This is an optimization exercise on Yosys and OpenROAD, whose aim is small area, a short achievable clock period and few clock cycles per item, not a production implementation.
In this exercise RTL edits were held to simulation tests only and were not proved equivalent to the original.

==> flow/design.v (outline; a module is shown in full before it is edited, if it fits) <==
// module conv_top: 2035 lines
// module conv_fa: 4 lines
// module conv_ha: 4 lines
// module conv_pp3: 3 lines
// module conv_pp2: 3 lines
// module conv_bpp: 3 lines
// module conv_bpp0: 3 lines
// module conv_cy: 3 lines
// module conv_xor2: 3 lines
module conv_top(
    input           clk,
    input           rst_n,
    input           start,
    input   [127:0] feature,
    input   [71:0]  weight,
    output          ready,
    output          done,
    output  [7:0]   c11_sa,
    output  [7:0]   c12_sa,
    output  [7:0]   c21_sa,
    output  [7:0]   c22_sa,
    output  [7:0]   c11_custom,
    output  [7:0]   c12_custom,
    output  [7:0]   c21_custom,
    output  [7:0]   c22_custom,
    output  [7:0]   c11_serial,
    output  [7:0]   c12_serial,
    output  [7:0]   c21_serial,
    output  [7:0]   c22_serial
);
  // ...
==> flow/flow/run.sh <==
#!/bin/bash
# Own flow: the standard layout (standard.sh) unchanged, except that the
# port buffers are plain buffers (buf_2) rather than the cell buffer_ports
# picks by default (clkdlybuf4s50_1, a slow delay cell).
set -euo pipefail
bash standard.sh synth > synth.log 2>&1
bash standard.sh BUFFER_PORTS_ARGS="-buffer_cell sky130_fd_sc_hd__buf_2" finish > layout.log 2>&1
==> flow/standard.sh <==
#!/bin/bash
# synth_recipe.tcl (not shown) runs the flow's synth.tcl, then flattens the netlist and writes it again
# the make line also repeats each setting of config.mk as NAME=value (left out here)
make -C /OpenROAD-flow-scripts/flow DESIGN_CONFIG=/design/flow/config.mk WORK_HOME=/design/flow/orfs CLKGATE_MAP_FILE= SYNTH_SCRIPT=/design/flow/synth_recipe.tcl "${@:-finish}"
==> flow/config.mk <==
export PLATFORM = sky130hd
export DESIGN_NAME = conv_top
export DESIGN_NICKNAME = conv_top
export VERILOG_FILES = /design/flow/design.v
export SDC_FILE = /design/flow/constraint.sdc
export NUM_CORES = 4
export LEC_CHECK = 0
export CAP_MARGIN = 20
export CORE_MARGIN = 2
export CORE_UTILIZATION = 60
export SLEW_MARGIN = 20
export SYNTH_HIERARCHICAL = 1
export SYNTH_MINIMUM_KEEP_SIZE = 0
==> flow/constraint.sdc <==
create_clock -name core_clock -period 10.0 [get_ports {clk}]
set_input_delay 2.0000 -clock core_clock [delete_from_list [all_inputs] [get_ports {clk}]]
set_output_delay 2.0000 -clock core_clock [all_outputs]
set_load 0.01 [all_outputs]
==> flow_metrics.tcl, run 1 <==
set metrics [dict create \
    outcome "complete, no violations" \
    hold_depth 3 \
    finalMaxSlewViolations 0 \
    place_congestion 1.02 \
    cts.clk_slew.worst_paths_ns 0.05 \
    cpMostUsedCell "xor2_1" \
    pre_cts_ws_ns 1.04 \
    gr-usage-met1_pct 57.6 \
    yosysTopAreaCell "fa_1" \
    via_per_inst 6.18 \
    drive_gt1_share_pct 22.5 \
    hold_ws_ns 1.12 \
    synthCells 1634 \
    drtAntennaViolNets 0 \
    path_max_fanout 12 \
    place_area_sq_mm 0.0163 \
    worst_setup_path_start_kind "input port" \
    final_common_cell "nand2_1" \
    grt-busiest-layer "met2" \
    synth-xor-area-share_pct 16.4 \
    hold_class "reg2reg" \
    r2r-start "done_r" \
    antenna_found_initial 3 \
    grtUsageMet3_pct 13.5 \
    crit_path_top_delay_cell "mux2_2" \
    synth_ff_type "dfxtp_1" \
    synthTopCellsByCount "nand2_1 (646), fa_1 (370), xor2_1 (281), buf_4 (71), mux2_2 (63)" \
    synth_edf_count 0 \
    syn_to_final_growth_pct 6.85 \
    mostFrequentLayoutCells "nand2_1 (646), fa_1 (370), buf_2 (300), xor2_1 (281), mux2_2 (63)" \
    cts_tree "done" \
    ctsHoldBuffers 0 \
    post-route-period-util_pct 90.8 \
    fin_tns_setup_ns 0 \
    cp.buffers_inverters 2 \
    yosysSeqAreaShare_pct 2.22 \
]
Testbench counts, summed over its fixed seeds: cycles 512, items 256.
==> inputs of run 2 (changes only) <==
--- a/flow/config.mk
+++ b/flow/config.mk
@@ -8,5 +8,5 @@
 export CAP_MARGIN = 20
 export CORE_MARGIN = 2
-export CORE_UTILIZATION = 60
+export CORE_UTILIZATION = 70
 export SLEW_MARGIN = 20
 export SYNTH_HIERARCHICAL = 1
==> run 2 against run 1 <==
Against the previous run:
- sequential share of layout area about the same
- count of clock-buffer cells in the layout unchanged
- highest routed layer unchanged
- non-clock buffer count increased by 1
- final area decreased by 0.38%
- flip-flop and latch count unchanged
- critical path depth decreased by 4
==> flow_metrics.tcl, run 2 <==
set metrics [dict create \
    outcome "complete, no violations" \
    drive_gt1_share_pct 22.5 \
    syn_avg_cell_area_sq_um 9.40 \
    post-route-period-util_pct 91.3 \
    grt_max_degree 50 \
    synth-warning-count 7 \
    pre_cts_ws_ns 0.979 \
    syn_to_final_growth_pct 6.44 \
    syn_nets 2217 \
    numCtsBuffers 3 \
    first_iter_violations 1637 \
    worstMarginPinSlew_ns 0.856 \
    fin_crit_ns 9.13 \
    hold_class "reg2reg" \
    fin_tns_setup_ns 0 \
    clock-root-buffer "clkbuf_16" \
    cts_tree "done" \
    clock.fmax_ghz 0.110 \
    worst_setup_path_start_kind "input port" \
    clock-sinks 17 \
    synth_area_sq_mm 0.0154 \
    synthTopCellsByCount "nand2_1 (646), fa_1 (370), xor2_1 (281), buf_4 (71), mux2_2 (63)" \
    maxCapViolCount 0 \
    cts.clk_slew.worst_paths_ns 0.05 \
    hold_viol 0 \
    yosys.cell_count.top_type "nand2_1" \
    clock_latency_ns 0.25 \
    skew_ns 0.00316 \
    via_per_inst 6.48 \
    wl_per_cell_um 27.6 \
    synthCells 1634 \
    post-cts-setup-buffers 0 \
    num_vias 13466 \
    clock_path_buffers 2 \
    rsz0062_at_grt "false" \
    cp-end-kind "output pin" \
    yosysTopAreaCell "fa_1" \
    place_congestion 1.05 \
    drtAntennaViolNets 0 \
    wirelength_um 57500 \
    yosysSeqAreaShare_pct 2.22 \
    path_max_fanout 12 \
    required_ns 8.00 \
    finalMaxSlewViolations 0 \
    critPathArrivalTime_ns 7.13 \
    synth_async_sr_flop_share_pct 0 \
    start_util_pct 70.8 \
    antenna_found_initial 5 \
    pin_count 301 \
    finalSetupViolations 0 \
    grt_pass1_vias 14505 \
    cts_resized 0 \
    die_x_um 152 \
    htreeDepth 1 \
    layout_setup_ws_ns 0.868 \
    synth-seq-cells 17 \
    crit_type "in2out" \
    dpl.hpwl_um 44000 \
    ys_types 30 \
    synth_top_area_share_pct 48.2 \
    grt_overflow 0 \
    synth_area_leaders "fa_1 (48%), xor2_1 (16%), nand2_1 (16%)" \
    ctsHoldBuffers 0 \
    core_area_sq_mm 0.0217 \
    fin_nets 2379 \
    synth_edf_count 0 \
    drc 0 \
    final_common_cell "nand2_1" \
    largestRegisters "top_l (8), top_r (8), done_r (1)" \
    grt_use_total_pct 50.1 \
    rows 54 \
    die_h_um 152 \
    first_pass_iters 5 \
    maxSlewHeadroom_pct 43.0 \
    mostFrequentLayoutCells "nand2_1 (646), fa_1 (370), buf_2 (300), xor2_1 (281), mux2_2 (63)" \
    synth_ff_type "dfxtp_1" \
    portBuffers 300 \
    die_area_sq_mm 0.0231 \
    grt_pass1_wl_um 84700 \
]
## run 2: changes by cell type in the layout (fill, tap and decap cells not counted)
cell / delta
buf_12: -1
diode_2: +2
buf_4: +2
## run 2: cell families (layout without fill, tap and decap cells)
kind of cell    count (synthesis)  count (layout)  synth area share, %
fa+ha+maj                     380             380                 49.1
mux                            96              96                 7.85
flops                          17              17                 2.22
compound gates                 24              24                 1.17
buf+inv                       169             330                 6.96
other cells                     0               4                    0
simple gates                  660             660                 16.3
xor+xnor                      288             288                 16.4
## run 2: layout make-up
cell class | count | area, sq um
multi-input combinational | 1448 | 13900
fill | 1675 | 5350
tap | 280 | 350
clock buffer | 4 | 78.8
sequential | 17 | 344
inverter | 22 | 82.6
timing repair buffer | 304 | 1530
antenna | 4 | 10.0
## run 2: layer usage
metal | vias up | GRT usage [%] | wire length [um] | share of wire (%)
met5 | - | 0 | 19 | 0.033
met4 | 2 | 37.5 | 5720 | 10
met3 | 418 | 21.1 | 9890 | 17
met2 | 1419 | 74.5 | 24200 | 42
met1 | 6395 | 58.2 | 17600 | 31
li1 | 5232 | - | - | -
## run 2: worst max-delay path, cell delays in order
cell,delay (ns)
buf_2,0.12
mux2_2,0.44
nand2_1,0.16
fa_1,0.53
fa_1,0.46
fa_1,0.43
fa_1,0.51
fa_1,0.45
xor2_1,0.28
xor2_1,0.29
xor2_1,0.28
xor2_1,0.22
ha_1,0.22
nor3_1,0.06
a211oi_1,0.28
xnor2_1,0.20
buf_2,0.19
## run 2: final timing paths
| path | to | slack, ns | depth (start not counted) | start |
|---|---|---|---|---|
| worst max register to register | top_r[7] | 3.81 | 16 | done_r |
| worst max-delay path | c22_custom[7] | 0.87 | 17 | feature[50] |
| worst min-delay path | done_r | 1.26 | 2 | done_r |
| worst min register to register | done_r | 1.26 | 2 | done_r |
## run 2: per-stage QoR
step,std cells,hold slack (ns),util (%),cell area [sq um]
6_report,2079,1.26,75.3,16300
5_1_grt,2078,1.32,75.3,16300
4_1_cts,2075,1.24,75.3,16300
3_5_place_dp,2071,1.23,74.9,16300
3_3_place_gp,2071,1.23,74.9,16300
2_1_floorplan,1634,1.01,-,15400
## run 2: Yosys stat by module, one instance, submodules excluded
| module | cell area (sq um) | cells inside | flip-flops and latches | times used |
|---|---|---|---|---|
| conv_top | 5430 | 974 | 17 | 1 |
| conv_fa | 20.0 | 1 | 0 | 368 |
| conv_cy | 8.76 | 1 | 0 | 14 |
| conv_xor2 | 8.76 | 1 | 0 | 278 |

-- what the ideal ports hide --
How much do the figures lean on ideal ports? The routed layouts below were timed once more, with nothing changed but the port constraints.
Step 1 sets driving cells, clkbuf_16 on the clock port and buf_2 on the other inputs (assumed; they add their load-dependent delay and slew).
Step 2 times the ports against the registers' clock, not the clock port: input delays grow and output delays shrink by t, the midpoint of the rising clock arrivals with the driver on.
Three values: no drivers, after step 1, after step 2; two values: the first two.
run | t (ns) | slack for setup (ns) | hold WS [ns] | worst data-port slew with drivers (ns)
run 1 | 0.298 | 0.921 / 0.899 / 0.899 | 1.115 / 1.115 / 1.115 | 0.08
run 2 | 0.291 | 0.868 / 0.840 / 0.840 | 1.261 / 1.261 / 1.261 | 0.10
After both steps every run listed still meets setup and hold. For run 2, which loses most, drivers alone change the setup slack by -0.028 ns; drivers and shift together by -0.028 ns.
